Background: an optimization exercise with open tools, aiming at small area. Do not read the settings as production practice.
Only simulation tests tie the RTL to the original design; equivalence was not proved.
Power is estimated from default activity; no workload was simulated.

`flow/constraint.sdc`:
```
create_clock -name core_clock -period 12.0 [get_ports {clock}]
set_input_delay 2.4000 -clock core_clock [delete_from_list [all_inputs] [get_ports {clock}]]
set_output_delay 2.4000 -clock core_clock [all_outputs]
set_load 0.01 [all_outputs]
```
`flow/config.mk`:
```
export PLATFORM = sky130hd
export DESIGN_NAME = Pong
export DESIGN_NICKNAME = Pong
export VERILOG_FILES = /design/flow/design.v
export SDC_FILE = /design/flow/constraint.sdc
export NUM_CORES = 4
export LEC_CHECK = 0
export CAP_MARGIN = 20
export CORE_MARGIN = 2
export CORE_UTILIZATION = 40
export SLEW_MARGIN = 20
```
`flow/flow/run.sh`:
```
#!/bin/bash
# Layout flow: the standard layout (standard.sh, all ORFS steps and settings)
# with these changes:
#  - synthesis: the final ABC technology mapping uses the area-oriented script
#    flow/area.abc (3 minutes of &deepsyn, then area mapping) instead of ORFS's; the rest of synth_recipe.tcl is unchanged,
#    so the registers are the standard synthesis's;
#  - port buffering uses the smallest buffer cell (sky130_fd_sc_hd__buf_1);
#  - adders are left to ABC (ADDER_MAP_FILE empty) instead of being mapped to
#    half/full adder cells before it;
#  - clock tree: clkbuf_8 buffers and no dummy loads (CTS_ARGS).
# The make output goes to flow_make.log; ORFS writes each step's log under orfs/logs.
set -euo pipefail
W=$(pwd)
cat "$W/flow/abc_override.tcl" "$W/synth_recipe.tcl" > "$W/area_synth.tcl"
export AREA_ABC_SCRIPT="$W/flow/area.abc"
sed -e "s#SYNTH_SCRIPT=[^ ]*#SYNTH_SCRIPT=$W/area_synth.tcl 'BUFFER_PORTS_ARGS=-buffer_cell sky130_fd_sc_hd__buf_1' ADDER_MAP_FILE= 'CTS_ARGS=-sink_clustering_enable -repair_clock_nets -buf_list sky130_fd_sc_hd__clkbuf_8 -dont_use_dummy_load'#" \
    "$W/standard.sh" > "$W/area_standard.sh"
bash "$W/area_standard.sh" > "$W/flow_make.log" 2>&1
test -s "$W/out/final.def"
```
`flow/design.v`:
```
module Pong #(
    parameter CLOCK_FREQ = 25000
)(
    input clock,
    input reset,
    input key0,
    input key1,
    input key2,
    input key3,
    output [6:0] segZero,
    output [6:0] segOne,
    output [6:0] segFour,
    output [6:0] segFive,
    output             resetApp,
    output             LT24Wr_n,
    output             LT24Rd_n,
    output             LT24CS_n,
    output             LT24RS,
    output             LT24Reset_n,
    output [15:0]      LT24Data,
    output             LT24LCDOn
);
reg syncKey2a, syncKey2, syncKey3a, syncKey3;
reg menuState;
always @(posedge clock) begin
    syncKey2a <= key2;
    syncKey2  <= syncKey2a;
    syncKey3a <= key3;
    syncKey3  <= syncKey3a;
    if (reset)          menuState <= 1'b1;
    else if (menuState) menuState <= syncKey2;
    else                menuState <= !syncKey3 && !key3;
end
wire engineReset = reset || menuState || !syncKey3;
reg        engineResetDly;
reg [3:0]  phase;
reg [7:0]  xPix;       
reg [8:0]  yPix;       
reg        pixLoop;
wire phaseWrap = &phase;
wire xZero     = (xPix == 8'd0);
wire enterLoop = !pixLoop && xZero && phaseWrap;
always @(posedge clock) begin
    engineResetDly <= engineReset;
    if (engineResetDly) begin
        phase   <= 4'd8;
        xPix    <= 8'h37;
        yPix    <= 9'd0;
        pixLoop <= 1'b0;
    end else begin
        phase <= phase + 4'd1;
        if (enterLoop) pixLoop <= 1'b1;
        if (xWrap) xPix <= 8'd0;
        else       xPix <= xPix ^ xPixT;
        if (yWrap) yPix <= 9'd0;
        else       yPix <= yPix ^ yPixT;
    end
end
wire xStep = phaseWrap && !enterLoop;
wire xAt239 = pixLoop && xPix[7:5] == 3'b111 && xPix[3:0] == 4'hF;
wire xWrap = xStep && xAt239;
wire yStep = xWrap;
wire yWrap = yStep && yPix[8] && yPix[5:0] == 6'h3F;    
wire [7:0] xPixT;
wire [8:0] yPixT;
assign xPixT[0] = xStep;
assign yPixT[0] = yStep;
genvar gp;
generate for (gp = 1; gp < 9; gp = gp + 1) begin : pixToggle
    if (gp < 8) begin : gx
        assign xPixT[gp] = xPixT[gp-1] && xPix[gp-1];
    end
    assign yPixT[gp] = yPixT[gp-1] && yPix[gp-1];
end endgenerate
wire dispReset  = engineResetDly ||
                  (!pixLoop && xPix == 8'h37 && phase[3:2] == 2'b10 && !(phase[1] && phase[0]));
wire appRun     = pixLoop || (xZero && phase != 4'd0);    
wire pixMode    = pixLoop || (xZero && phase >= 4'd3);    
wire sendRegion = xZero || (xPix[7:4] == 4'hF &&           
                  (xPix[3:0] > 4'd3 || (xPix[3:0] == 4'd3 && phase >= 4'd4)));
assign resetApp    = engineResetDly || !appRun;
assign LT24Reset_n = !dispReset;
assign LT24CS_n    = 1'b0;
assign LT24Rd_n    = 1'b1;
assign LT24LCDOn   = 1'b1;
reg [5:0] padTimer, ballTimer;
wire stepSlot    = (phase[1:0] == 2'd0);
wire tickSlot    = (phase[1:0] == 2'd3);
wire tickPaddles = tickSlot && (padTimer == 6'd28);
wire tickBall    = tickSlot && (ballTimer == 6'd22);
always @(posedge clock) begin
    if (engineReset || engineResetDly || (stepSlot && padTimer[5:3] == 3'b111)) padTimer <= 6'd0;    
    else padTimer <= padTimer + {5'd0, stepSlot};
    if (engineReset || engineResetDly || (stepSlot && ballTimer[5] && ballTimer[3] && ballTimer[2])) ballTimer <= 6'd0;    
    else ballTimer <= ballTimer + {5'd0, stepSlot};
end
reg [7:0] xBall;
reg [7:0] yBallOff;    
reg       xDir, yDir;
reg [6:0] yPadROff, yPadLOff;    
reg [3:0] scoreL, scoreR;
reg       resetBall;
wire       xDirNext, yDirNext;
wire       padRUp, padRDown, padLUp, padLDown;
reg        aiFlag, drawFlag;
wire       aiFlagNext, drawFlagNext;
always @(posedge clock) begin
    aiFlag   <= aiFlagNext;
    drawFlag <= drawFlagNext;
end
GameLogic gameLogic (
    .slot(phase[1:0]), .drawGroup(phase[3:2] == 2'd0), .aiFlag(aiFlag), .drawFlag(drawFlag),
    .aiFlagNext(aiFlagNext), .drawFlagNext(drawFlagNext),
    .xBall(xBall), .yBallOff(yBallOff), .xDir(xDir), .yDir(yDir),
    .yPadROff(yPadROff), .yPadLOff(yPadLOff), .xPix(xPix), .yPix(yPix),
    .key0(key0), .key1(key1),
    .xDirNext(xDirNext), .yDirNext(yDirNext),
    .padRUp(padRUp), .padRDown(padRDown), .padLUp(padLUp), .padLDown(padLDown)
);
wire ballMove = tickBall && !resetBall;
wire [7:0] xBallT, yBallT;
wire [6:0] yPadRT, yPadLT;
assign xBallT[0] = ballMove;
assign yBallT[0] = ballMove;
genvar gi;
generate for (gi = 1; gi < 8; gi = gi + 1) begin : ballToggle
    assign xBallT[gi] = xBallT[gi-1] && (xBall[gi-1] ^ !xDir);
    assign yBallT[gi] = yBallT[gi-1] && (yBallOff[gi-1] ^ !yDir);
end endgenerate
always @(posedge clock) begin
    if (engineReset || (tickBall && resetBall)) xBall <= 8'd115;
    else xBall <= xBall ^ xBallT;
    if (engineReset) yBallOff <= 8'd67;    
    else yBallOff <= yBallOff ^ yBallT;
    if (engineReset) begin
        xDir <= 1'b0;
        yDir <= 1'b0;
    end else if (ballMove) begin
        xDir <= xDirNext;
        yDir <= yDirNext;
    end
end
wire padReset = engineReset || (tickPaddles && resetApp);
wire padStep  = tickPaddles && !resetApp;
always @(posedge clock) begin
    if (padReset) begin
        yPadROff <= 7'd55;    
        yPadLOff <= 7'd55;
    end else begin
        yPadROff <= yPadROff ^ yPadRT;
        yPadLOff <= yPadLOff ^ yPadLT;
    end
end
assign yPadRT[0] = padStep && (padRUp || padRDown);
assign yPadLT[0] = padStep && (padLUp || padLDown);
generate for (gi = 1; gi < 7; gi = gi + 1) begin : padToggle
    assign yPadRT[gi] = yPadRT[gi-1] && (yPadROff[gi-1] ^ padRUp);
    assign yPadLT[gi] = yPadLT[gi-1] && (yPadLOff[gi-1] ^ padLUp);
end endgenerate
wire xAt230 = (xBall[7:5] == 3'b111) && (xBall[2:0] == 3'b110);
wire xAt5   = (xBall[7:3] == 5'd0) && (xBall[1:0] == 2'b01);
wire scoreWrap = (scoreL[3] && scoreL[1] && scoreL[0]) || (scoreR[3] && scoreR[1] && scoreR[0]);
always @(posedge clock) begin
    if (engineReset) begin
        scoreL <= 4'd0;
        scoreR <= 4'd0;
        resetBall <= 1'b0;
    end else if (tickBall) begin
        if (!resetApp) resetBall <= xAt230 || xAt5;
        if (resetApp || scoreWrap) begin
            scoreL <= 4'd0;
            scoreR <= 4'd0;
        end else begin
            scoreL <= scoreL ^ {xAt230 && scoreL[2] && scoreL[1] && scoreL[0], xAt230 && scoreL[1] && scoreL[0], xAt230 && scoreL[0], xAt230};
            scoreR <= scoreR ^ {xAt5 && scoreR[2] && scoreR[1] && scoreR[0], xAt5 && scoreR[1] && scoreR[0], xAt5 && scoreR[0], xAt5};
        end
    end
end
ScoreTo7Segment scoreRightSeg (.score(scoreR), .seg({segOne, segZero}));
ScoreTo7Segment scoreLeftSeg  (.score(scoreL), .seg({segFive, segFour}));
reg objNext, objCur;
always @(posedge clock) begin
    if (resetApp) begin
        objNext <= 1'b0;
        objCur  <= 1'b0;
    end else begin
        if (phase == 4'h3) objNext <= drawFlag;
        if (phase == 4'h2) objCur  <= objNext;
    end
end
wire wallCur = (xPix >= 8'd2) && (yPix >= 9'd166) && (yPix <= 9'd169);
wire [8:0] romv;
InitRom initRom (.romIdx({xPix[3:0], phase[3:1]}), .romv(romv));
localparam [15:0] PIXMASK = 16'h3186;
reg [15:0] pixData;
reg        pixRS;
always @* begin
    case (phase)
        4'h3, 4'h4: begin pixData = 16'h002A; pixRS = 1'b0; end
        4'h5, 4'h6: begin pixData = 16'h0000; pixRS = 1'b1; end
        4'h7, 4'h8: begin pixData = {8'h00, xPix}; pixRS = 1'b1; end
        4'h9, 4'hA: begin pixData = 16'h002B; pixRS = 1'b0; end
        4'hB, 4'hC: begin pixData = {15'h0000, yPix[8]}; pixRS = 1'b1; end
        4'hD, 4'hE: begin pixData = {8'h00, yPix[7:0]}; pixRS = 1'b1; end
        4'hF, 4'h0: begin pixData = 16'h002C; pixRS = 1'b0; end
        default:    begin pixData = (PIXMASK & {16{wallCur || objCur}}) | (~PIXMASK & {16{!wallCur && objCur}}); pixRS = 1'b1; end
    endcase
end
assign LT24Data = pixMode ? pixData : (sendRegion ? {8'h00, romv[7:0]} : 16'h0000);
assign LT24RS   = pixMode ? pixRS   : (sendRegion ? romv[8] : 1'b1);
assign LT24Wr_n = pixMode ? !phase[0] : (sendRegion && phase[0]);
endmodule
module GameLogic (
    input  [1:0] slot,
    input        drawGroup,
    input  [7:0] xBall,
    input  [7:0] yBallOff,
    input        xDir,
    input        yDir,
    input  [6:0] yPadROff,
    input  [6:0] yPadLOff,
    input  [7:0] xPix,
    input  [8:0] yPix,
    input        key0,
    input        key1,
    input        aiFlag,
    input        drawFlag,
    output       aiFlagNext,
    output       drawFlagNext,
    output       xDirNext,
    output       yDirNext,
    output       padRUp,
    output       padRDown,
    output       padLUp,
    output       padLDown
);
wire s0 = (slot == 2'd0);
wire s1 = (slot == 2'd1);
wire s2 = (slot == 2'd2);
wire xSlot = s0 && drawGroup;
wire       padSel = s2 ? xPix[7] : (!s0 && xBall[7]);
wire [8:0] opA = (s1 || s2) ? yPix : (xSlot ? {1'b0, xPix} : {1'b0, yBallOff});
wire [7:0] opB = s1 ? yBallOff : (xSlot ? xBall : {1'b0, (padSel ? yPadROff : yPadLOff)});
wire [9:0] d   = {1'b0, opA} - {2'b0, opB};
wire padLe0 = d[9] || (d <= 10'd12);
wire padGe0 = !d[9] && (d >= 10'd12);
wire in20   = d[9] ? (d >= 10'd1016) : (d <= 10'd32);
wire in4    = (d >= 10'd169) && (d <= 10'd177);
wire in14   = (d >= 10'd171) && (d <= 10'd199);
wire inX    = d[9] ? (d >= 10'd1019) : (d <= 10'd3);
wire x210  = (xBall == 8'd210);
wire x30   = (xBall == 8'd30);
wire x10   = (xBall == 8'd10);
wire colR  = x210 && in20;
wire colL  = x30 && in20;
wire hc1   = (colR || colL) && padLe0;
wire hc0   = (colR || (x10 && in20)) && padGe0;
assign xDirNext = colR ? 1'b0 : (colL ? 1'b1 : xDir);
wire yBallLow  = (yBallOff[7:1] == 7'd0);                       
wire yBallHigh = yBallOff[7] && yBallOff[3] && yBallOff[1];     
assign yDirNext = yDir ? !(hc1 || yBallHigh) : ((!hc1 && hc0) || yBallLow);
assign aiFlagNext = (s0 && !drawGroup) ? padLe0 : aiFlag;
wire leftDown = xDir ? (yPadLOff < 7'd54) : !aiFlag;    
wire leftUp   = xDir ? (yPadLOff > 7'd56) : aiFlag;     
assign padRDown = !key1 && (yPadROff != 7'd120);
assign padRUp   = !padRDown && !key0 && (yPadROff != 7'd0);
assign padLDown = leftDown && (yPadLOff != 7'd120);
assign padLUp   = !padLDown && leftUp && (yPadLOff != 7'd0);
wire padCol   = ((xPix >= 8'd215) && (xPix <= 8'd223)) || ((xPix >= 8'd15) && (xPix <= 8'd23));
wire xBallIs4 = (xBall[7:3] == 5'd0) && (xBall[1:0] == 2'd0);
assign drawFlagNext = xSlot ? (!xBallIs4 && inX) :
                      s1    ? (drawFlag && in4) :
                      s2    ? (drawFlag || (padCol && in14)) : drawFlag;
endmodule
module InitRom(romIdx, romv);
  input [6:0] romIdx;
  wire [6:0] romIdx;
  output [8:0] romv;
  wire [8:0] romv;
  wire _0_;
  wire _100_;
  wire _101_;
  wire _102_;
  wire _103_;
  wire _104_;
  wire _105_;
  wire _106_;
  wire _107_;
  wire _108_;
  wire _109_;
  wire _10_;
  wire _110_;
  wire _111_;
  wire _112_;
  wire _113_;
  wire _114_;
  wire _115_;
  wire _116_;
  wire _117_;
  wire _118_;
  wire _119_;
  wire _11_;
  wire _120_;
  wire _121_;
  wire _122_;
  wire _123_;
  wire _124_;
  wire _125_;
  wire _126_;
  wire _127_;
  wire _128_;
  wire _129_;
  wire _12_;
  wire _130_;
  wire _131_;
  wire _132_;
  wire _133_;
  wire _134_;
  wire _135_;
  wire _136_;
  wire _137_;
  wire _138_;
  wire _139_;
  wire _13_;
  wire _140_;
  wire _141_;
  wire _142_;
  wire _143_;
  wire _144_;
  wire _145_;
  wire _146_;
  wire _147_;
  wire _148_;
  wire _149_;
  wire _14_;
  wire _150_;
  wire _151_;
  wire _152_;
  wire _153_;
  wire _154_;
  wire _155_;
  wire _156_;
  wire _157_;
  wire _158_;
  wire _159_;
  wire _15_;
  wire _160_;
  wire _161_;
  wire _162_;
  wire _163_;
  wire _164_;
  wire _165_;
  wire _166_;
  wire _167_;
  wire _168_;
  wire _169_;
  wire _16_;
  wire _170_;
  wire _171_;
  wire _172_;
  wire _173_;
  wire _174_;
  wire _175_;
  wire _176_;
  wire _177_;
  wire _178_;
  wire _179_;
  wire _17_;
  wire _180_;
  wire _181_;
  wire _182_;
  wire _183_;
  wire _184_;
  wire _185_;
  wire _186_;
  wire _187_;
  wire _188_;
  wire _189_;
  wire _18_;
  wire _190_;
  wire _191_;
  wire _192_;
  wire _193_;
  wire _194_;
  wire _195_;
  wire _196_;
  wire _197_;
  wire _198_;
  wire _199_;
  wire _19_;
  wire _1_;
  wire _200_;
  wire _201_;
  wire _202_;
  wire _203_;
  wire _204_;
  wire _205_;
  wire _206_;
  wire _207_;
  wire _208_;
  wire _209_;
  wire _20_;
  wire _210_;
  wire _211_;
  wire _212_;
  wire _213_;
  wire _214_;
  wire _215_;
  wire _216_;
  wire _217_;
  wire _218_;
  wire _219_;
  wire _21_;
  wire _220_;
  wire _221_;
  wire _222_;
  wire _223_;
  wire _224_;
  wire _225_;
  wire _226_;
  wire _227_;
  wire _228_;
  wire _229_;
  wire _22_;
  wire _230_;
  wire _231_;
  wire _232_;
  wire _233_;
  wire _234_;
  wire _235_;
  wire _236_;
  wire _237_;
  wire _238_;
  wire _239_;
  wire _23_;
  wire _240_;
  wire _241_;
  wire _242_;
  wire _243_;
  wire _244_;
  wire _245_;
  wire _246_;
  wire _247_;
  wire _248_;
  wire _249_;
  wire _24_;
  wire _250_;
  wire _251_;
  wire _252_;
  wire _253_;
  wire _254_;
  wire _255_;
  wire _256_;
  wire _257_;
  wire _258_;
  wire _259_;
  wire _25_;
  wire _260_;
  wire _261_;
  wire _262_;
  wire _263_;
  wire _264_;
  wire _265_;
  wire _266_;
  wire _267_;
  wire _268_;
  wire _269_;
  wire _26_;
  wire _27_;
  wire _28_;
  wire _29_;
  wire _2_;
  wire _30_;
  wire _31_;
  wire _32_;
  wire _33_;
  wire _34_;
  wire _35_;
  wire _36_;
  wire _37_;
  wire _38_;
  wire _39_;
  wire _3_;
  wire _40_;
  wire _41_;
  wire _42_;
  wire _43_;
  wire _44_;
  wire _45_;
  wire _46_;
  wire _47_;
  wire _48_;
  wire _49_;
  wire _4_;
  wire _50_;
  wire _51_;
  wire _52_;
  wire _53_;
  wire _54_;
  wire _55_;
  wire _56_;
  wire _57_;
  wire _58_;
  wire _59_;
  wire _5_;
  wire _60_;
  wire _61_;
  wire _62_;
  wire _63_;
  wire _64_;
  wire _65_;
  wire _66_;
  wire _67_;
  wire _68_;
  wire _69_;
  wire _6_;
  wire _70_;
  wire _71_;
  wire _72_;
  wire _73_;
  wire _74_;
  wire _75_;
  wire _76_;
  wire _77_;
  wire _78_;
  wire _79_;
  wire _7_;
  wire _80_;
  wire _81_;
  wire _82_;
  wire _83_;
  wire _84_;
  wire _85_;
  wire _86_;
  wire _87_;
  wire _88_;
  wire _89_;
  wire _8_;
  wire _90_;
  wire _91_;
  wire _92_;
  wire _93_;
  wire _94_;
  wire _95_;
  wire _96_;
  wire _97_;
  wire _98_;
  wire _99_;
  wire _9_;
  assign _253_ = ~(romIdx[1] & romIdx[2]);
  assign _252_ = romIdx[6] | ~(romIdx[4]);
  assign _251_ = ~romIdx[5];
  assign _250_ = romIdx[6] & ~(romIdx[4]);
  assign _249_ = _250_ | _251_;
  assign _248_ = _252_ & ~(_249_);
  assign _247_ = ~(_248_ | _253_);
  assign _246_ = romIdx[5] | romIdx[4];
  assign _245_ = _246_ | romIdx[2];
  assign _244_ = ~romIdx[1];
  assign _243_ = ~(romIdx[5] | romIdx[6]);
  assign _242_ = ~romIdx[2];
  assign _241_ = romIdx[6] | romIdx[4];
  assign _240_ = _242_ & ~(_241_);
  assign _239_ = _240_ ? _244_ : _243_;
  assign _238_ = _245_ & ~(_239_);
  assign _237_ = romIdx[3] & ~(_238_);
  assign _236_ = _237_ | _247_;
  assign _235_ = romIdx[3] | romIdx[4];
  assign _234_ = _235_ | romIdx[6];
  assign _233_ = _234_ | _253_;
  assign _232_ = romIdx[2] & ~(romIdx[3]);
  assign _231_ = romIdx[2] | ~(romIdx[3]);
  assign _230_ = _232_ | ~(_231_);
  assign _229_ = ~(_230_ | _252_);
  assign _228_ = _233_ & ~(_229_);
  assign _227_ = romIdx[2] | ~(romIdx[1]);
  assign _226_ = ~(_227_ | _246_);
  assign _225_ = _228_ & ~(_226_);
  assign _224_ = ~(_225_ | _236_);
  assign _223_ = ~romIdx[0];
  assign _222_ = ~(romIdx[1] & romIdx[3]);
  assign _221_ = _222_ | romIdx[2];
  assign _220_ = ~(_221_ | _241_);
  assign _219_ = _220_ | _223_;
  assign _218_ = _219_ | _224_;
  assign _217_ = romIdx[3] & romIdx[4];
  assign _216_ = romIdx[2] | romIdx[6];
  assign _215_ = _217_ & ~(_216_);
  assign _214_ = _215_ | romIdx[0];
  assign _213_ = _253_ | _251_;
  assign _212_ = _250_ & ~(_213_);
  assign _211_ = _212_ | _214_;
  assign _210_ = ~(_211_ | _236_);
  assign _209_ = _218_ & ~(_210_);
  assign _208_ = romIdx[1] | romIdx[4];
  assign _207_ = romIdx[5] & romIdx[6];
  assign _206_ = romIdx[1] | romIdx[3];
  assign _205_ = _207_ & ~(_206_);
  assign _204_ = romIdx[0] & ~(_205_);
  assign _203_ = _208_ & ~(_204_);
  assign _202_ = _228_ & ~(_203_);
  assign _201_ = romIdx[1] | romIdx[2];
  assign _200_ = romIdx[5] & ~(_201_);
  assign _199_ = _200_ | ~(_202_);
  assign _198_ = _199_ & ~(_234_);
  assign _197_ = _198_ | _209_;
  assign _196_ = _232_ & ~(_244_);
  assign _195_ = ~_196_;
  assign _194_ = ~(_195_ | _197_);
  assign _193_ = romIdx[5] & romIdx[3];
  assign _192_ = ~_193_;
  assign _191_ = _230_ | romIdx[6];
  assign _190_ = ~(_191_ | _192_);
  assign _189_ = _190_ & _197_;
  assign _188_ = _189_ | romIdx[0];
  assign _187_ = _188_ | _194_;
  assign _186_ = _250_ & ~(_251_);
  assign _185_ = _186_ | romIdx[3];
  assign _184_ = _193_ | romIdx[2];
  assign _183_ = _185_ & ~(_184_);
  assign _182_ = _183_ | _187_;
  assign _181_ = ~(_182_ | _236_);
  assign _180_ = romIdx[4] & ~(romIdx[5]);
  assign _179_ = _180_ & _232_;
  assign _178_ = _244_ & ~(_231_);
  assign _177_ = _178_ & _250_;
  assign _176_ = _177_ | _179_;
  assign _175_ = _176_ | _190_;
  assign _174_ = ~(_201_ | _204_);
  assign _173_ = _175_ ? _204_ : _174_;
  assign _172_ = _173_ & ~(_181_);
  assign _171_ = ~_243_;
  assign _170_ = ~romIdx[3];
  assign _169_ = _170_ & ~(_246_);
  assign _168_ = _171_ & ~(_169_);
  assign _167_ = _168_ | romIdx[0];
  assign _166_ = ~(_180_ & romIdx[6]);
  assign _165_ = _166_ | _223_;
  assign _164_ = romIdx[0] | ~(romIdx[3]);
  assign _163_ = _207_ & ~(_164_);
  assign _162_ = _180_ & ~(romIdx[3]);
  assign _161_ = _162_ | ~(_234_);
  assign _160_ = _161_ | _163_;
  assign _159_ = _165_ & ~(_160_);
  assign _158_ = _242_ & ~(_159_);
  assign _157_ = _167_ & ~(_158_);
  assign _156_ = romIdx[1] & ~(_157_);
  assign _155_ = _223_ & ~(_246_);
  assign _154_ = _186_ | romIdx[1];
  assign _153_ = _154_ | _155_;
  assign _152_ = romIdx[5] & romIdx[4];
  assign _151_ = _246_ & ~(_152_);
  assign _150_ = romIdx[0] & ~(_151_);
  assign _149_ = romIdx[1] & ~(_150_);
  assign _148_ = romIdx[5] & ~(romIdx[0]);
  assign _147_ = _170_ & ~(_148_);
  assign _146_ = _147_ | _242_;
  assign _145_ = _146_ | _149_;
  assign _144_ = _153_ & ~(_145_);
  assign _143_ = romIdx[1] | ~(romIdx[0]);
  assign _142_ = _179_ & ~(_143_);
  assign _141_ = _152_ & ~(_222_);
  assign _140_ = _201_ & _253_;
  assign _139_ = _148_ | ~(_217_);
  assign _138_ = ~(_139_ & _140_);
  assign _137_ = _141_ & ~(_138_);
  assign _136_ = ~(romIdx[2] | romIdx[3]);
  assign _135_ = _143_ | ~(_152_);
  assign _134_ = _136_ & ~(_135_);
  assign _133_ = _134_ | _137_;
  assign _132_ = _133_ | _142_;
  assign _131_ = romIdx[1] & ~(_193_);
  assign _130_ = _131_ | _252_;
  assign _129_ = romIdx[1] & ~(_130_);
  assign _128_ = _129_ | _132_;
  assign _127_ = _128_ | _144_;
  assign _126_ = _127_ | _156_;
  assign romv[2] = _126_ | _172_;
  assign _125_ = ~romIdx[4];
  assign _124_ = ~(_193_ & _125_);
  assign _123_ = _138_ | _191_;
  assign _122_ = _222_ & ~(_245_);
  assign _121_ = _207_ | ~(_213_);
  assign _120_ = romIdx[1] | ~(romIdx[2]);
  assign _119_ = ~(_120_ | _235_);
  assign _118_ = ~romIdx[6];
  assign _117_ = _221_ & ~(_118_);
  assign _116_ = _117_ & ~(_119_);
  assign _115_ = _121_ & ~(_116_);
  assign _114_ = _115_ | _122_;
  assign _113_ = _141_ | _223_;
  assign _112_ = ~(_113_ | _133_);
  assign _111_ = _114_ | ~(_112_);
  assign _110_ = _232_ & ~(romIdx[4]);
  assign _109_ = ~(_110_ | _217_);
  assign _108_ = _109_ | ~(_156_);
  assign _107_ = _222_ | ~(_216_);
  assign _106_ = romIdx[2] & romIdx[3];
  assign _105_ = _244_ & ~(_106_);
  assign _104_ = _105_ | _252_;
  assign _103_ = romIdx[3] ? romIdx[1] : _180_;
  assign _102_ = _104_ & ~(_103_);
  assign _101_ = _107_ & ~(_102_);
  assign _100_ = _101_ | _177_;
  assign _99_ = _112_ & ~(_100_);
  assign _98_ = _182_ & ~(_99_);
  assign _97_ = _108_ & ~(_98_);
  assign _96_ = _236_ & ~(_97_);
  assign _95_ = _96_ | ~(_187_);
  assign _94_ = _106_ & ~(_246_);
  assign _93_ = _94_ | _110_;
  assign _92_ = _97_ & ~(_93_);
  assign _91_ = _92_ | _95_;
  assign _90_ = _118_ ? romIdx[2] : _253_;
  assign _89_ = _251_ & ~(_90_);
  assign _88_ = _240_ & ~(_244_);
  assign _87_ = ~(_222_ | _246_);
  assign _86_ = _106_ & _250_;
  assign _85_ = _86_ | _87_;
  assign _84_ = _85_ | _88_;
  assign _83_ = ~(_84_ | _89_);
  assign _82_ = ~(_83_ & _223_);
  assign _81_ = _91_ & ~(_82_);
  assign _80_ = _111_ & ~(_81_);
  assign _79_ = _123_ & ~(_80_);
  assign _78_ = ~(_79_ | _124_);
  assign _77_ = _162_ & ~(_140_);
  assign _76_ = _226_ | romIdx[0];
  assign _75_ = _76_ | _77_;
  assign _74_ = _75_ | _78_;
  assign _73_ = _248_ & ~(_221_);
  assign _72_ = _136_ & ~(romIdx[5]);
  assign _71_ = _72_ | _73_;
  assign _70_ = ~(_71_ | _74_);
  assign _69_ = ~_180_;
  assign _68_ = _202_ & ~(_71_);
  assign _67_ = _69_ & ~(_68_);
  assign _66_ = _67_ | _70_;
  assign _65_ = romIdx[3] & ~(romIdx[6]);
  assign _64_ = ~(_65_ | _83_);
  assign _63_ = _253_ | _125_;
  assign _62_ = _192_ & ~(_63_);
  assign _61_ = ~(_62_ | _214_);
  assign _60_ = _61_ & ~(_64_);
  assign romv[8] = _60_ | ~(_66_);
  assign _59_ = romIdx[0] & ~(_213_);
  assign _58_ = _195_ & ~(_59_);
  assign _57_ = romv[2] & ~(_58_);
  assign _56_ = _186_ & ~(_244_);
  assign _55_ = _130_ & ~(_56_);
  assign _54_ = _242_ & ~(_55_);
  assign _53_ = _178_ | _69_;
  assign _52_ = ~(_136_ & romIdx[6]);
  assign _51_ = _119_ | _180_;
  assign _50_ = _52_ & ~(_51_);
  assign _49_ = _53_ & ~(_50_);
  assign _48_ = _49_ | _54_;
  assign _47_ = _204_ & ~(_48_);
  assign _46_ = _74_ & ~(_47_);
  assign romv[4] = _46_ | _57_;
  assign _45_ = romIdx[3] | romIdx[6];
  assign _44_ = romIdx[0] & ~(romIdx[5]);
  assign _43_ = _44_ & ~(_206_);
  assign _42_ = _45_ & ~(_43_);
  assign _41_ = _48_ & ~(_42_);
  assign _40_ = _41_ | _144_;
  assign romv[1] = _40_ | ~(_97_);
  assign _39_ = romIdx[6] & ~(romIdx[2]);
  assign _38_ = _39_ & _141_;
  assign _37_ = _38_ | _77_;
  assign romv[5] = _37_ | ~(_79_);
  assign romv[7] = _133_ | _197_;
  assign _36_ = _61_ | _71_;
  assign _35_ = _197_ & ~(_36_);
  assign _34_ = _39_ & ~(_235_);
  assign _33_ = romIdx[2] & ~(_166_);
  assign _32_ = _33_ | _34_;
  assign _31_ = ~(_32_ | _190_);
  assign _30_ = _31_ & _222_;
  assign _29_ = _155_ & ~(_30_);
  assign _28_ = _186_ & _196_;
  assign _27_ = _28_ | _88_;
  assign _26_ = _27_ | _132_;
  assign _25_ = _26_ | _29_;
  assign romv[6] = _25_ | _35_;
  assign _24_ = _223_ & ~(_31_);
  assign _23_ = _120_ | romIdx[0];
  assign _22_ = _124_ | ~(_216_);
  assign _21_ = _169_ | romIdx[1];
  assign _20_ = _21_ | _43_;
  assign _19_ = _22_ & ~(_20_);
  assign _18_ = _23_ & ~(_19_);
  assign _17_ = _18_ | _24_;
  assign _16_ = _171_ & ~(_240_);
  assign _15_ = _16_ & ~(_158_);
  assign _14_ = _219_ & ~(_15_);
  assign _13_ = _14_ | _244_;
  assign _12_ = _91_ & ~(_13_);
  assign romv[3] = _17_ & ~(_12_);
  assign _11_ = _244_ & ~(_39_);
  assign _10_ = _95_ & ~(_11_);
  assign _9_ = _10_ | _66_;
  assign _8_ = _66_ & ~(_11_);
  assign _7_ = _95_ & ~(_114_);
  assign _6_ = _7_ | _8_;
  assign _5_ = _9_ & ~(_6_);
  assign _4_ = _242_ & ~(_124_);
  assign _3_ = _250_ & ~(_120_);
  assign _2_ = _94_ | _223_;
  assign _1_ = _2_ | _3_;
  assign _0_ = _1_ | _4_;
  assign _269_ = _243_ & ~(_244_);
  assign _268_ = _166_ & ~(_269_);
  assign _267_ = _268_ | _170_;
  assign _266_ = _222_ & ~(_241_);
  assign _265_ = _152_ & ~(_52_);
  assign _264_ = _265_ | _266_;
  assign _263_ = _264_ | _211_;
  assign _262_ = _267_ & ~(_263_);
  assign _261_ = _0_ & ~(_262_);
  assign _260_ = _227_ | _235_;
  assign _259_ = _260_ & ~(_141_);
  assign _258_ = romIdx[6] & ~(_259_);
  assign _257_ = _243_ & ~(romIdx[2]);
  assign _256_ = _257_ | _77_;
  assign _255_ = _256_ | _258_;
  assign _254_ = _255_ | _261_;
  assign romv[0] = _254_ | _5_;
endmodule
module ScoreTo7Segment(score, seg);
  input [3:0] score;
  wire [3:0] score;
  output [13:0] seg;
  wire [13:0] seg;
  wire _0_;
  wire _1_;
  wire _2_;
  wire _3_;
  wire _4_;
  wire _5_;
  wire _6_;
  wire _7_;
  wire _8_;
  wire _9_;
  assign _7_ = score[0] | score[1];
  assign _6_ = score[2] & ~(_7_);
  assign _5_ = ~score[0];
  assign _4_ = ~(score[2] | score[3]);
  assign _8_ = score[1] ? score[3] : _4_;
  assign _9_ = _8_ & ~(_5_);
  assign seg[6] = _9_ | _6_;
  assign seg[2] = _6_ | score[0];
  assign _0_ = ~(score[0] & score[1]);
  assign _1_ = ~(_4_ & _7_);
  assign seg[1] = ~(_1_ & _0_);
  assign _2_ = score[2] & ~(_0_);
  assign seg[3] = _2_ | seg[6];
  assign _3_ = ~(_7_ & score[2]);
  assign seg[5] = _0_ & ~(_3_);
  assign seg[0] = _2_ | _8_;
  assign seg[8] = score[1] & score[3];
  assign seg[4] = _5_ & ~(_1_);
  assign { seg[13:9], seg[7] } = { seg[8], 2'h0, seg[8], seg[8], 1'h1 };
endmodule
```
`flow/flow/area.abc`:
```
strash
&get -n
&deepsyn -T 180 -S 3
&put
dch -f
amap
```
`flow/flow/abc_override.tcl`:
```
# Run ABC's final technology mapping with an area-oriented script (AREA_ABC_SCRIPT)
# instead of ORFS's; everything else in the standard synthesis is unchanged.
proc abc {args} {
  set out {}
  set i 0
  while {$i < [llength $args]} {
    set a [lindex $args $i]
    if {$a eq "-script"} {
      incr i
      lappend out -script $::env(AREA_ABC_SCRIPT)
    } else {
      lappend out $a
    }
    incr i
  }
  yosys abc {*}$out
}
```
`flow/standard.sh`:
```
#!/bin/bash
# synth_recipe.tcl (not shown) runs the flow's synth.tcl, then flattens the netlist and writes it again
# the make line also repeats each setting of config.mk as NAME=value (left out here)
make -C /OpenROAD-flow-scripts/flow DESIGN_CONFIG=/design/flow/config.mk WORK_HOME=/design/flow/orfs CLKGATE_MAP_FILE= SYNTH_SCRIPT=/design/flow/synth_recipe.tcl "${@:-finish}"
```
==> results of run 1 <==
## metrics by stage
| stage | instance area [µm²] | hold slack [ns] | setup WS, ns | utilization | power, W |
|---|---|---|---|---|---|
| after CTS | 6140 | 0.333 | 5.09 | 0.441 | 0.000487 |
| after detailed placement | 6020 | 0.314 | 5.54 | 0.432 | 0.000323 |
| after floorplan | 5740 | 0.310 | 6.36 | - | 0.000318 |
| after global placement | 6020 | 0.311 | 5.51 | 0.432 | 0.000324 |
| final | 6140 | 0.330 | 4.91 | 0.441 | 0.000482 |
| after global routing | 6140 | 0.343 | 4.38 | 0.441 | 0.000501 |
## how the worst min path moves through the flow
stage          endpoint  depth (start not counted)  slack, ns       from
3_3_place_gp   syncKey2                          0       0.31  syncKey2a
2_1_floorplan  syncKey2                          0       0.31  syncKey2a
3_5_place_dp   syncKey3                          0       0.31  syncKey3a
6_report       syncKey2                          0       0.33  syncKey2a
4_1_cts        syncKey3                          0       0.33  syncKey3a
5_1_grt        syncKey2                          0       0.34  syncKey2a
## registers in the layout, summed over array words and instances (netlist names), 4 cells and up
signal,count
yPix,9
xBall,8
xPix,8
yBallOff,8
yPadLOff,7
yPadROff,7
ballTimer,6
padTimer,6
phase,4
scoreL,4
scoreR,4
## where the power goes
group | leakage (nW) | total, W | internal (W) | switching [W]
sequential | 0.691 | 0.000287 | 0.000285 | 0.00000169
clock | 0.0647 | 0.000164 | 0.0000673 | 0.0000970
combinational | 1.23 | 0.0000306 | 0.00000925 | 0.0000214
total | 1.99 | 0.000482 | 0.000362 | 0.000120
## cells by family after synthesis
logic type             share of synthesized area
flip-flops                                 0.301
other                                    0.00132
AND/OR/NAND/NOR                            0.280
AO/OA/AOI/OAI                              0.308
buffers and inverters                      0.108
## Yosys cell counts (all sizes together), types with 2 or more instances
cell	number
a222oi	9
o32ai	5
and2	3
o21ai	79
buf	21
o21bai	3
and3	4
a41oi	4
o31ai	3
or3	4
nor4	9
a2111oi	5
or4	3
a221oi	3
a221o	2
o311ai	2
nand2	65
o2111ai	3
nor2b	7
o21a	5
conb	2
o211ai	3
a22oi	5
dfxtp	83
a31oi	20
o221ai	15
a21oi	45
a32oi	3
a21o	3
clkinv	123
nand4	3
o22ai	19
nand3	8
or2	9
edfxtp	2
nor3	39
a211oi	26
nor2	220
## area by class of cell
class,count,share of cell area
clock buffers,9,0.0202
inverters,123,0.0752
multi-input cells,657,0.553
flip-flops and latches,85,0.280
well taps,180,0.0367
repair buffers,52,0.0348
## routing by layer
layer | up-vias | GRT usage
li1 | 3213 | -
met1 | 2861 | 0.346
met2 | 322 | 0.369
met3 | 65 | 0.0544
met4 | 0 | 0.100
met5 | - | 0
==> flow_metrics.py, run 1 <==
metrics = {
    "clock_tree": {
        "post_cts_hold_buffer_count": 0,
        "cts_sinks": 85,
        "ctsRootBufferMaster": "sky130_fd_sc_hd__clkbuf_8",
        "ctsHtreeMaxLevel": 3,
        "clkTransAtPathRegs_ns": 0.09,
        "cts.repair_timing.setup_buffer_count": 0,
        "clock_tree_from_tritoncts": "yes",
        "cts.repair.resized": 0,
        "clockBufferDepth": 2,
        "clk_latency_ns": 0.37,
        "tritoncts.num_buffers": 9,
    },
    "setup_path": {
        "timing.rr.start": "phase[1]",
        "timing.critical_path.slowest_cell_delay_ns": 0.55,
        "setup.worst_path.end_class": "output port",
        "buffers_inverters_on_critical_path": 4,
        "critical_path.top_delay_family": "compound AO/OA/AOI/OAI gates",
        "worstPathMaxFanout": 12,
        "worst_setup_path_endpoint": "LT24Data[4]",
        "critical_path.most_common_cell": "sky130_fd_sc_hd__nor2_1",
        "worstSetupStartpointType": "flop",
        "path_cells": "clkinv_1 > nor2_1 > clkinv_1 > nor2_1 > clkinv_1 > o21ai_0 > nor4_1 > nor2_1 > nor2_1 > nor2_1 > nor2_1 > nand2_1 > nand2_1 > a32oi_1 > nor3_1 > a2111oi_0 > a31oi_1 > a31oi_1 > o221ai_1 > buf_1",
        "timing.critical_path.arrival_ns": 4.69,
        "critical_path_cell_count": 20,
        "reg2reg_setup_slack_ns": 5.70,
        "critPathRequiredTime_ns": 9.60,
        "reg2regPathDepth": 28,
        "critPathLaunch": "xPix[0]",
        "r2r_end": "yDir",
        "crit_slowest_cell": "sky130_fd_sc_hd__dfxtp_1",
        "critPathKind": "flop to output port",
    },
    "placement": {
        "hpwlAfterDp_um": 14100,
        "portBuffers": 47,
        "place_congestion": 1.05,
        "dpl.cell_count": 1097,
    },
    "floorplanning": {
        "floorplan.initialDensity": 0.410,
        "die-height_um": 123,
        "dieArea_um2": 15200,
        "fp-row-count": 43,
        "core_um2": 13900,
        "num_io_pins": 57,
        "die_w_um": 123,
    },
    "timing": {
        "fin_crit_sh": 0.591,
        "slew_violations": 0,
        "final.setup_skew_ns": 0.0186,
        "time_the_final_worst_path_needs_with_i_o_delays_and_setup_ns": 7.09,
        "hold_violations": 0,
        "rsz0062_at_grt": "false",
        "max-slew-margin-rel": 0.445,
        "final.setup.tns_ns": 0,
        "achievable-frequency_mhz": 141,
        "setup_viol": 0,
        "worst_margin_slew_ns": 0.824,
    },
    "pwr": {
        "p_leak_nw": 1.99,
        "irDropWorstVdd_uv": 74.5,
        "power_density_nw_per_um2": 78.5,
    },
    "cells_and_area": {
        "nFillCells": 1552,
        "fin_cells": 1106,
        "mostFrequentLayoutCell": "sky130_fd_sc_hd__nor2_1",
        "multiInputGateArea_um2": 3400,
        "n_antenna_cell": 0,
        "synthToLayoutAreaGrowth_pct": 7.56,
        "mostFrequentLayoutCells": "220 x sky130_fd_sc_hd__nor2_1, 123 x sky130_fd_sc_hd__clkinv_1, 83 x sky130_fd_sc_hd__dfxtp_1",
        "seq_area_um2": 1720,
        "finish.net_count": 934,
        "drive_gt1_frac": 0.0151,
    },
    "route": {
        "wl_met3_um": 1570,
        "finalWirelength_um": 18300,
        "route.antenna.remaining_nets": 0,
        "met1Wirelength_um": 8410,
        "dr.pass1.iters": 6,
        "top_layer_used": "met4",
        "post_drt_wl_per_cell_um": 16.5,
        "drcViolationCount": 0,
        "met2_length_um": 7650,
        "drtIter0Drc": 765,
        "via_per_inst": 5.84,
        "route.vias.total": 6461,
    },
    "yosys": {
        "yosysWarnings": 1,
        "ys_seq_elements": 85,
        "seq_area_frac_synth": 0.301,
        "synth_cell_types": 50,
        "post_synth_main_area_contributors": "sky130_fd_sc_hd__dfxtp_1 29%, sky130_fd_sc_hd__nor2_1 14%, sky130_fd_sc_hd__clkinv_1 8.1%, sky130_fd_sc_hd__o21ai_0 6.9%, sky130_fd_sc_hd__nand2_1 4.3%",
        "synthFlopType": "sky130_fd_sc_hd__dfxtp_1",
        "yosysTopAreaCellShare": 0.291,
        "postSynth.asyncResetShare": 0,
        "synth_area_leader": "sky130_fd_sc_hd__dfxtp_1",
        "synth_edf_count": 2,
        "syn_area_cell_um2": 6.50,
        "netlist_area_um2": 5710,
        "syn_inst": 879,
    },
    "grt": {
        "grt_first_pass_wirelength_um": 29400,
        "grt_start_max_net_pins": 23,
        "grt_usage": 0.248,
        "grt_pass1_vias": 5653,
        "total_congestion_overflow_after_global_routing": 0,
        "antenna_violations_before_repair": 0,
    },
    "worst_hold_path": {
        "hold_path.class": "flop to flop",
    },
    "status": {
        "run_status": "complete, no violations",
    },
    "run": {
        "cap_viol_max_count": 0,
    },
}
==> run 2: changes to the inputs <==
--- a/flow/design.v
+++ b/flow/design.v
@@ -99,7 +99,6 @@
 reg       xDir, yDir;
 reg [6:0] yPadROff, yPadLOff;    
 reg [3:0] scoreL, scoreR;
-reg       resetBall;
 wire       xDirNext, yDirNext;
 wire       padRUp, padRDown, padLUp, padLDown;
 reg        aiFlag, drawFlag;
@@ -117,6 +116,8 @@
     .xDirNext(xDirNext), .yDirNext(yDirNext),
     .padRUp(padRUp), .padRDown(padRDown), .padLUp(padLUp), .padLDown(padLDown)
 );
+wire resetBall = (xBall[7:5] == 3'b111 && xBall[2:0] == 3'b111) ||    
+                 (xBall[7:3] == 5'd0 && xBall[1:0] == 2'b00);          
 wire ballMove = tickBall && !resetBall;
 wire [7:0] xBallT, yBallT;
 wire [6:0] yPadRT, yPadLT;
@@ -164,9 +165,7 @@
     if (engineReset) begin
         scoreL <= 4'd0;
         scoreR <= 4'd0;
-        resetBall <= 1'b0;
     end else if (tickBall) begin
-        if (!resetApp) resetBall <= xAt230 || xAt5;
         if (resetApp || scoreWrap) begin
             scoreL <= 4'd0;
             scoreR <= 4'd0;
==> flow_metrics.py, run 2 <==
metrics = {
    "route": {
        "route.vias.total": 6540,
        "drcViolationCount": 0,
        "dr.pass1.iters": 5,
        "via_per_inst": 5.95,
        "post_drt_wl_per_cell_um": 17.3,
        "finalWirelength_um": 19000,
        "route.antenna.remaining_nets": 0,
        "drtIter0Drc": 995,
    },
    "yosys": {
        "synth_area_leader": "sky130_fd_sc_hd__dfxtp_1",
        "synth_edf_count": 2,
        "ys_seq_elements": 84,
        "postSynth.asyncResetShare": 0,
        "netlist_area_um2": 5720,
        "syn_inst": 874,
        "post_synth_main_area_contributors": "sky130_fd_sc_hd__dfxtp_1 29%, sky130_fd_sc_hd__nor2_1 14%, sky130_fd_sc_hd__clkinv_1 8.9%, sky130_fd_sc_hd__o21ai_0 6.0%, sky130_fd_sc_hd__o221ai_1 4.0%",
        "synth_most_common_cell": "sky130_fd_sc_hd__nor2_1",
        "synth_cell_types": 44,
        "synthFlopType": "sky130_fd_sc_hd__dfxtp_1",
        "synth.cells.most_frequent": "215 x sky130_fd_sc_hd__nor2_1, 135 x sky130_fd_sc_hd__clkinv_1, 82 x sky130_fd_sc_hd__dfxtp_1",
        "yosysWarnings": 1,
        "seq_area_frac_synth": 0.297,
        "yosysTopAreaCellShare": 0.287,
        "syn_area_cell_um2": 6.55,
    },
    "clock_tree": {
        "clock_tree_from_tritoncts": "yes",
        "ctsHtreeMaxLevel": 3,
        "cts.repair_timing.setup_buffer_count": 0,
        "cts_sinks": 84,
        "ctsRootBufferMaster": "sky130_fd_sc_hd__clkbuf_8",
        "clk_latency_ns": 0.38,
        "cts.repair.resized": 0,
        "clkTransAtPathRegs_ns": 0.08,
        "clockBufferDepth": 2,
        "tritoncts.num_buffers": 9,
        "post_cts_hold_buffer_count": 0,
    },
    "floorplanning": {
        "num_io_pins": 57,
        "dieArea_um2": 15300,
        "die-height_um": 124,
        "floorplan.initialDensity": 0.411,
        "die_w_um": 124,
        "core_um2": 13900,
        "fp-row-count": 43,
    },
    "status": {
        "run_status": "complete, no violations",
    },
    "cells_and_area": {
        "synthToLayoutAreaGrowth_pct": 7.28,
        "largest_register_ff_count": 9,
        "nFillCells": 1514,
        "finish.net_count": 927,
        "n_antenna_cell": 0,
        "fin_cells": 1099,
        "mostFrequentLayoutCell": "sky130_fd_sc_hd__nor2_1",
        "drive_gt1_frac": 0.0131,
        "final_design_area_no_fill_um2": 6140,
        "top_register": "yPix",
        "mostFrequentLayoutCells": "215 x sky130_fd_sc_hd__nor2_1, 135 x sky130_fd_sc_hd__clkinv_1, 82 x sky130_fd_sc_hd__dfxtp_1",
    },
    "placement": {
        "dpl_cell_area_um2": 6010,
        "portBuffers": 47,
        "preCtsSetupSlack_ns": 5.04,
        "dpl.cell_count": 1090,
        "hpwlAfterDp_um": 14900,
        "place_congestion": 1.10,
    },
    "timing": {
        "setup_viol": 0,
        "rsz0062_at_grt": "false",
        "worst_margin_slew_ns": 0.937,
        "fin_ws_ns": 4.47,
        "time_the_final_worst_path_needs_with_i_o_delays_and_setup_ns": 7.53,
        "hold_violations": 0,
        "max-slew-margin-rel": 0.375,
        "hold_ws_ns": 0.332,
        "fin_crit_sh": 0.628,
        "final.setup_skew_ns": 0.0221,
        "slew_violations": 0,
        "final.setup.tns_ns": 0,
        "achievable-frequency_mhz": 133,
    },
    "setup_path": {
        "timing.critical_path.arrival_ns": 5.13,
        "reg2regPathDepth": 29,
        "worstPathMaxFanout": 12,
        "critical_path.top_delay_family": "compound AO/OA/AOI/OAI gates",
        "buffers_inverters_on_critical_path": 6,
        "crit_slowest_cell": "sky130_fd_sc_hd__dfxtp_1",
        "critical_path.most_common_cell": "sky130_fd_sc_hd__clkinv_1",
        "critPathRequiredTime_ns": 9.60,
        "timing.rr.start": "phase[2]",
        "critPathKind": "flop to output port",
        "setup.worst_path.end_class": "output port",
        "path_cells": "clkinv_1 > nor2_1 > clkinv_1 > nor2_1 > clkinv_1 > nor2_1 > nand2_1 > a21oi_1 > nor4_1 > o22a_1 > o21ai_0 > clkinv_1 > a31oi_1 > o31ai_1 > o21ai_0 > clkinv_1 > or3_1 > a31oi_1 > nor3_1 > o41ai_1 > buf_1",
        "worstSetupStartpointType": "flop",
        "reg2reg_setup_slack_ns": 4.72,
        "timing.critical_path.slowest_cell_delay_ns": 0.62,
        "r2r_end": "yDir",
    },
    "worst_hold_path": {
        "timing.hold.worst.start": "syncKey2a",
        "hold_end": "syncKey2",
        "holdPathStages": 0,
        "hold_path.class": "flop to flop",
    },
    "pwr": {
        "p_leak_nw": 1.87,
        "power_density_nw_per_um2": 77.6,
        "irDropWorstVdd_uv": 78.0,
    },
    "grt": {
        "grt_start_max_net_pins": 21,
        "antenna_violations_before_repair": 0,
        "total_congestion_overflow_after_global_routing": 0,
        "grt_pass1_vias": 5455,
        "grt_first_pass_wirelength_um": 29700,
        "grt_usage": 0.253,
    },
    "run": {
        "cap_viol_max_count": 0,
    },
}
## run 2: layout make-up
class | instances | area [µm²] | area share
clock buffer | 9 | 124 | 0.0202
inverter | 135 | 507 | 0.0826
timing repair buffer | 50 | 199 | 0.0324
sequential | 84 | 1700 | 0.277
multi-input combinational | 641 | 3380 | 0.551
tap | 180 | 225 | 0.0367
## run 2: where the power goes
part | internal, W | total (W) | switching [W]
Combinational | 0.00000908 | 0.0000311 | 0.0000220
Clock | 0.0000672 | 0.000161 | 0.0000943
Sequential | 0.000282 | 0.000284 | 0.00000142
## run 2: cell families after synthesis
logic type | after synthesis | synth area share
and+or+nand+nor | 369 | 0.275
other | 2 | 0.00131
DFF | 84 | 0.297
buffers and inverters | 156 | 0.116
AOI/OAI and AO/OA | 263 | 0.310
## run 2: how the worst max path moves through the flow
stage               startpoint     endpoint  slack (ns)  cells past startpoint
CTS                    xPix[0]  LT24Data[0]        4.63                     21
floorplan              xPix[0]  LT24Data[0]        6.07                     20
global placement      phase[2]         yDir        4.94                     29
finish                 xPix[0]  LT24Data[0]        4.47                     21
global route          phase[2]         yDir        4.04                     29
detailed placement    phase[2]         yDir        5.04                     29
## run 2: stage by stage
step	total power, W	util
global placement	0.000320	0.432
global route	0.000496	0.441
floorplan	0.000314	-
detailed placement	0.000320	0.432
finish	0.000476	0.441
CTS	0.000482	0.441
## run 2: metal layers
metal  wire length, µm  track usage
met1              8910        0.373
met3              1700       0.0545
met2              7680        0.358
met4               712       0.0973
met5                 0            0
==> run 3: changes to the inputs <==
--- a/flow/design.v
+++ b/flow/design.v
@@ -40,22 +40,6 @@
 wire phaseWrap = &phase;
 wire xZero     = (xPix == 8'd0);
 wire enterLoop = !pixLoop && xZero && phaseWrap;
-always @(posedge clock) begin
-    engineResetDly <= engineReset;
-    if (engineResetDly) begin
-        phase   <= 4'd8;
-        xPix    <= 8'h37;
-        yPix    <= 9'd0;
-        pixLoop <= 1'b0;
-    end else begin
-        phase <= phase + 4'd1;
-        if (enterLoop) pixLoop <= 1'b1;
-        if (xWrap) xPix <= 8'd0;
-        else       xPix <= xPix ^ xPixT;
-        if (yWrap) yPix <= 9'd0;
-        else       yPix <= yPix ^ yPixT;
-    end
-end
 wire xStep = phaseWrap && !enterLoop;
 wire xAt239 = pixLoop && xPix[7:5] == 3'b111 && xPix[3:0] == 4'hF;
 wire xWrap = xStep && xAt239;
@@ -72,6 +56,22 @@
     end
     assign yPixT[gp] = yPixT[gp-1] && yPix[gp-1];
 end endgenerate
+always @(posedge clock) begin
+    engineResetDly <= engineReset;
+    if (engineResetDly) begin
+        phase   <= 4'd8;
+        xPix    <= 8'h37;
+        yPix    <= 9'd0;
+        pixLoop <= 1'b0;
+    end else begin
+        phase <= phase + 4'd1;
+        if (enterLoop) pixLoop <= 1'b1;
+        if (xWrap) xPix <= 8'd0;
+        else       xPix <= xPix ^ xPixT;
+        if (yWrap) yPix <= 9'd0;
+        else       yPix <= yPix ^ yPixT;
+    end
+end
 wire dispReset  = engineResetDly ||
                   (!pixLoop && xPix == 8'h37 && phase[3:2] == 2'b10 && !(phase[1] && phase[0]));
 wire appRun     = pixLoop || (xZero && phase != 4'd0);    
@@ -275,7 +275,15 @@
   input [6:0] romIdx;
   wire [6:0] romIdx;
   output [8:0] romv;
-  wire [8:0] romv;
+  wire romv_0;
+  wire romv_1;
+  wire romv_2;
+  wire romv_3;
+  wire romv_4;
+  wire romv_5;
+  wire romv_6;
+  wire romv_7;
+  wire romv_8;
   wire _0_;
   wire _100_;
   wire _101_;
@@ -674,7 +682,7 @@
   assign _128_ = _129_ | _132_;
   assign _127_ = _128_ | _144_;
   assign _126_ = _127_ | _156_;
-  assign romv[2] = _126_ | _172_;
+  assign romv_2 = _126_ | _172_;
   assign _125_ = ~romIdx[4];
   assign _124_ = ~(_193_ & _125_);
   assign _123_ = _138_ | _191_;
@@ -741,10 +749,10 @@
   assign _62_ = _192_ & ~(_63_);
   assign _61_ = ~(_62_ | _214_);
   assign _60_ = _61_ & ~(_64_);
-  assign romv[8] = _60_ | ~(_66_);
+  assign romv_8 = _60_ | ~(_66_);
   assign _59_ = romIdx[0] & ~(_213_);
   assign _58_ = _195_ & ~(_59_);
-  assign _57_ = romv[2] & ~(_58_);
+  assign _57_ = romv_2 & ~(_58_);
   assign _56_ = _186_ & ~(_244_);
   assign _55_ = _130_ & ~(_56_);
   assign _54_ = _242_ & ~(_55_);
@@ -756,19 +764,19 @@
   assign _48_ = _49_ | _54_;
   assign _47_ = _204_ & ~(_48_);
   assign _46_ = _74_ & ~(_47_);
-  assign romv[4] = _46_ | _57_;
+  assign romv_4 = _46_ | _57_;
   assign _45_ = romIdx[3] | romIdx[6];
   assign _44_ = romIdx[0] & ~(romIdx[5]);
   assign _43_ = _44_ & ~(_206_);
   assign _42_ = _45_ & ~(_43_);
   assign _41_ = _48_ & ~(_42_);
   assign _40_ = _41_ | _144_;
-  assign romv[1] = _40_ | ~(_97_);
+  assign romv_1 = _40_ | ~(_97_);
   assign _39_ = romIdx[6] & ~(romIdx[2]);
   assign _38_ = _39_ & _141_;
   assign _37_ = _38_ | _77_;
-  assign romv[5] = _37_ | ~(_79_);
-  assign romv[7] = _133_ | _197_;
+  assign romv_5 = _37_ | ~(_79_);
+  assign romv_7 = _133_ | _197_;
   assign _36_ = _61_ | _71_;
   assign _35_ = _197_ & ~(_36_);
   assign _34_ = _39_ & ~(_235_);
@@ -781,7 +789,7 @@
   assign _27_ = _28_ | _88_;
   assign _26_ = _27_ | _132_;
   assign _25_ = _26_ | _29_;
-  assign romv[6] = _25_ | _35_;
+  assign romv_6 = _25_ | _35_;
   assign _24_ = _223_ & ~(_31_);
   assign _23_ = _120_ | romIdx[0];
   assign _22_ = _124_ | ~(_216_);
@@ -795,7 +803,7 @@
   assign _14_ = _219_ & ~(_15_);
   assign _13_ = _14_ | _244_;
   assign _12_ = _91_ & ~(_13_);
-  assign romv[3] = _17_ & ~(_12_);
+  assign romv_3 = _17_ & ~(_12_);
   assign _11_ = _244_ & ~(_39_);
   assign _10_ = _95_ & ~(_11_);
   assign _9_ = _10_ | _66_;
@@ -824,13 +832,27 @@
   assign _256_ = _257_ | _77_;
   assign _255_ = _256_ | _258_;
   assign _254_ = _255_ | _261_;
-  assign romv[0] = _254_ | _5_;
+  assign romv_0 = _254_ | _5_;
+  assign romv = {romv_8, romv_7, romv_6, romv_5, romv_4, romv_3, romv_2, romv_1, romv_0};
 endmodule
 module ScoreTo7Segment(score, seg);
   input [3:0] score;
   wire [3:0] score;
   output [13:0] seg;
-  wire [13:0] seg;
+  wire seg_0;
+  wire seg_1;
+  wire seg_2;
+  wire seg_3;
+  wire seg_4;
+  wire seg_5;
+  wire seg_6;
+  wire seg_7;
+  wire seg_8;
+  wire seg_9;
+  wire seg_10;
+  wire seg_11;
+  wire seg_12;
+  wire seg_13;
   wire _0_;
   wire _1_;
   wire _2_;
@@ -847,17 +869,18 @@
   assign _4_ = ~(score[2] | score[3]);
   assign _8_ = score[1] ? score[3] : _4_;
   assign _9_ = _8_ & ~(_5_);
-  assign seg[6] = _9_ | _6_;
-  assign seg[2] = _6_ | score[0];
+  assign seg_6 = _9_ | _6_;
+  assign seg_2 = _6_ | score[0];
   assign _0_ = ~(score[0] & score[1]);
   assign _1_ = ~(_4_ & _7_);
-  assign seg[1] = ~(_1_ & _0_);
+  assign seg_1 = ~(_1_ & _0_);
   assign _2_ = score[2] & ~(_0_);
-  assign seg[3] = _2_ | seg[6];
+  assign seg_3 = _2_ | seg_6;
   assign _3_ = ~(_7_ & score[2]);
-  assign seg[5] = _0_ & ~(_3_);
-  assign seg[0] = _2_ | _8_;
-  assign seg[8] = score[1] & score[3];
-  assign seg[4] = _5_ & ~(_1_);
-  assign { seg[13:9], seg[7] } = { seg[8], 2'h0, seg[8], seg[8], 1'h1 };
+  assign seg_5 = _0_ & ~(_3_);
+  assign seg_0 = _2_ | _8_;
+  assign seg_8 = score[1] & score[3];
+  assign seg_4 = _5_ & ~(_1_);
+  assign { seg_13, seg_12, seg_11, seg_10, seg_9, seg_7 } = { seg_8, 2'h0, seg_8, seg_8, 1'h1 };
+  assign seg = {seg_13, seg_12, seg_11, seg_10, seg_9, seg_8, seg_7, seg_6, seg_5, seg_4, seg_3, seg_2, seg_1, seg_0};
 endmodule
==> flow_metrics.py, run 3 <==
metrics = {
    "status": {
        "run_status": "complete, no violations",
    },
    "yosys": {
        "synth_compound_area_frac": 0.303,
        "synth.cells.most_frequent": "215 x sky130_fd_sc_hd__nor2_1, 135 x sky130_fd_sc_hd__clkinv_1, 82 x sky130_fd_sc_hd__dfxtp_1",
        "ys_seq_elements": 84,
        "syn_inst": 890,
        "combinational_family_with_the_most_area_after_synthesis": "compound AO/OA/AOI/OAI gates",
        "yosysWarnings": 1,
        "syn_area_cell_um2": 6.56,
        "postSynth.asyncResetShare": 0,
        "synthSimpleGateAreaFrac": 0.270,
        "netlist_area_um2": 5840,
        "synth_cell_types": 44,
        "synth_most_common_cell": "sky130_fd_sc_hd__nor2_1",
        "synth_edf_count": 2,
        "post_synth_fa_ha_maj_area_fraction": 0,
        "seq_area_frac_synth": 0.291,
        "mux_cell_area_share_after_synthesis": 0,
        "post_synth_main_area_contributors": "sky130_fd_sc_hd__dfxtp_1 28%, sky130_fd_sc_hd__nor2_1 14%, sky130_fd_sc_hd__clkinv_1 8.7%, sky130_fd_sc_hd__o21ai_0 5.9%, sky130_fd_sc_hd__buf_4 4.8%",
        "yosysTopAreaCellShare": 0.281,
        "synth_xor_area_frac": 0,
        "synthFlopType": "sky130_fd_sc_hd__dfxtp_1",
        "synth_area_leader": "sky130_fd_sc_hd__dfxtp_1",
    },
    "clock_tree": {
        "clockBufferDepth": 2,
        "cts.repair_timing.setup_buffer_count": 0,
        "clock_tree_from_tritoncts": "yes",
        "tritoncts.num_buffers": 9,
        "cts.repair.resized": 0,
        "clk_latency_ns": 0.38,
        "ctsRootBufferMaster": "sky130_fd_sc_hd__clkbuf_8",
        "ctsHtreeMaxLevel": 3,
        "cts_sinks": 84,
        "clkTransAtPathRegs_ns": 0.08,
        "post_cts_hold_buffer_count": 0,
    },
    "pwr": {
        "seq_power_share": 0.599,
        "irDropWorstVdd_uv": 73.3,
        "power.switching_fraction": 0.244,
        "comb_power_share": 0.066,
        "power_density_nw_per_um2": 77.1,
        "internal_power_w": 0.000358,
        "p_sw_w": 0.000116,
        "relative_contribution_of_the_clock_network_to_total_power": 0.336,
        "p_leak_nw": 1.87,
    },
    "route": {
        "route.vias.total": 6571,
        "post_drt_wl_per_cell_um": 17.8,
        "finalWirelength_um": 19600,
        "via_per_inst": 5.95,
        "drtIter0Drc": 803,
        "drcViolationCount": 0,
        "dr.pass1.iters": 6,
        "route.antenna.remaining_nets": 0,
    },
    "cells_and_area": {
        "n_antenna_cell": 0,
        "mostFrequentLayoutCell": "sky130_fd_sc_hd__nor2_1",
        "largest_register_ff_count": 9,
        "top_register": "yPix",
        "finish.net_count": 928,
        "fin_cells": 1104,
        "drive_gt1_frac": 0.0141,
        "mostFrequentLayoutCells": "215 x sky130_fd_sc_hd__nor2_1, 135 x sky130_fd_sc_hd__clkinv_1, 82 x sky130_fd_sc_hd__dfxtp_1",
        "synthToLayoutAreaGrowth_pct": 5.29,
        "nFillCells": 1575,
    },
    "timing": {
        "fin_ws_ns": 4.25,
        "fin_crit_sh": 0.646,
        "time_the_final_worst_path_needs_with_i_o_delays_and_setup_ns": 7.75,
        "slew_violations": 0,
        "hold_ws_ns": 0.330,
        "final.setup_skew_ns": 0.0364,
        "worst_margin_slew_ns": 0.963,
        "rsz0062_at_grt": "false",
        "max-slew-margin-rel": 0.356,
        "hold_violations": 0,
        "final.setup.tns_ns": 0,
        "setup_viol": 0,
        "achievable-frequency_mhz": 129,
    },
    "setup_path": {
        "buffers_inverters_on_critical_path": 7,
        "critPathRequiredTime_ns": 9.60,
        "timing.rr.start": "phase[2]",
        "critical_path_cell_count": 23,
        "timing.critical_path.slowest_cell_delay_ns": 0.64,
        "critical_path.top_delay_family": "buffers and inverters",
        "worstSetupStartpointType": "flop",
        "critPathKind": "flop to output port",
        "r2r_end": "yDir",
        "crit_slowest_cell": "sky130_fd_sc_hd__dfxtp_1",
        "reg2reg_setup_slack_ns": 4.77,
        "setup.worst_path.end_class": "output port",
        "path_cells": "clkinv_1 > nor2_1 > clkinv_1 > nor2_1 > clkinv_1 > nor2_1 > nand2_1 > a21oi_1 > nor4_1 > clkinv_1 > o22a_1 > o21ai_0 > o21ai_0 > clkinv_1 > a31oi_1 > o31ai_1 > o21ai_0 > clkinv_1 > or3_1 > a31oi_1 > nor3_1 > o41ai_1 > buf_1",
        "critPathLaunch": "xPix[0]",
        "timing.critical_path.arrival_ns": 5.35,
        "reg2regPathDepth": 29,
        "worst_setup_path_endpoint": "LT24Data[0]",
        "worstPathMaxFanout": 12,
        "critical_path.most_common_cell": "sky130_fd_sc_hd__clkinv_1",
    },
    "floorplanning": {
        "dieArea_um2": 15600,
        "num_io_pins": 57,
        "die_w_um": 125,
        "fp-row-count": 44,
        "core_um2": 14400,
        "die-height_um": 125,
        "floorplan.initialDensity": 0.405,
    },
    "placement": {
        "portBuffers": 47,
        "preCtsSetupSlack_ns": 4.82,
        "place_congestion": 0.993,
        "hpwlAfterDp_um": 15300,
        "dpl.cell_count": 1095,
    },
    "grt": {
        "grt_first_pass_wirelength_um": 31500,
        "total_congestion_overflow_after_global_routing": 0,
        "grt_pass1_vias": 5870,
        "grt_usage": 0.250,
        "grt_start_max_net_pins": 21,
        "antenna_violations_before_repair": 1,
    },
    "worst_hold_path": {
        "hold_path.class": "flop to flop",
    },
    "run": {
        "cap_viol_max_count": 0,
    },
}
run 3: stage by stage:
| stage | instance area (µm²) | total power [W] | util |
|---|---|---|---|
| CTS | 6150 | 0.000482 | 0.426 |
| floorplan | 5870 | 0.000314 | - |
| global route | 6150 | 0.000494 | 0.426 |
| detailed placement | 6030 | 0.000320 | 0.418 |
| finish | 6150 | 0.000474 | 0.426 |
| global placement | 6030 | 0.000321 | 0.418 |
run 3: power groups by stage:
stage	Clock (W)	Sequential (W)	Combinational, W
after global routing	0.000176	0.000284	0.0000345
final	0.000159	0.000284	0.0000312
after global placement	0	0.000290	0.0000306
after floorplan	0	0.000290	0.0000246
after CTS	0.000168	0.000284	0.0000303
after detailed placement	0	0.000290	0.0000302
run 3: layer usage:
metal | up-vias | GRT usage | routed length, µm
met5 | - | 0 | 13
met4 | 2 | 0.0967 | 688
met3 | 58 | 0.0576 | 1680
met2 | 334 | 0.372 | 8070
met1 | 2979 | 0.351 | 9150
li1 | 3198 | - | -
run 3: cell type report:
type,count,area (µm²),share of cell area
multi-input cells,641,3380,0.550
flip-flops and latches,84,1700,0.277
inverters,135,507,0.0824
well taps,184,230,0.0374
repair buffers,51,206,0.0336
clock buffers,9,124,0.0201
run 3: kinds of logic after synthesis:
group | Yosys count
AO/OA/AOI/OAI | 263
buffers and inverters | 172
flip-flops | 84
other | 2
AND/OR/NAND/NOR | 369
run 3: worst min path at each step:
| stage | end | slack, ns | depth (start not counted) | from |
|---|---|---|---|---|
| floorplan | syncKey2 | 0.31 | 0 | syncKey2a |
| global placement | syncKey2 | 0.31 | 0 | syncKey2a |
| detailed placement | syncKey2 | 0.31 | 0 | syncKey2a |
| CTS | syncKey2 | 0.33 | 0 | syncKey2a |
| global route | syncKey2 | 0.34 | 0 | syncKey2a |
| finish | syncKey2 | 0.33 | 0 | syncKey2a |

separate check: timing with driven ports:
Ports are ideal in the flow. The routed layouts listed here were re-timed in OpenROAD.
Step 1 (the two cells are an assumption about what drives the block):
set clk [get_ports {clock}]
set_driving_cell -lib_cell sky130_fd_sc_hd__clkbuf_16 $clk
set_driving_cell -lib_cell sky130_fd_sc_hd__buf_2 [delete_from_list [all_inputs] $clk]
Step 2, shift: input delay + t, output delay - t, t = (earliest + latest rising clock arrival at the registers) / 2. This alone moves slack from input paths to output paths.
Three values: no drivers, after step 1, after step 2; two values: the first two.
run | t (ns) | setup WS [ns] | worst setup path after step 2 | slew at the worst register clock pin (ns)
run 1 | 0.403 | 4.913 / 4.875 / 5.278 | register to output | 0.09 / 0.09
run 2 | 0.401 | 4.469 / 4.432 / 4.722 | register to register | 0.09 / 0.09
run 3 | 0.396 | 4.248 / 4.211 / 4.607 | register to output | 0.09 / 0.09
After both steps setup and hold are still met in every run listed.
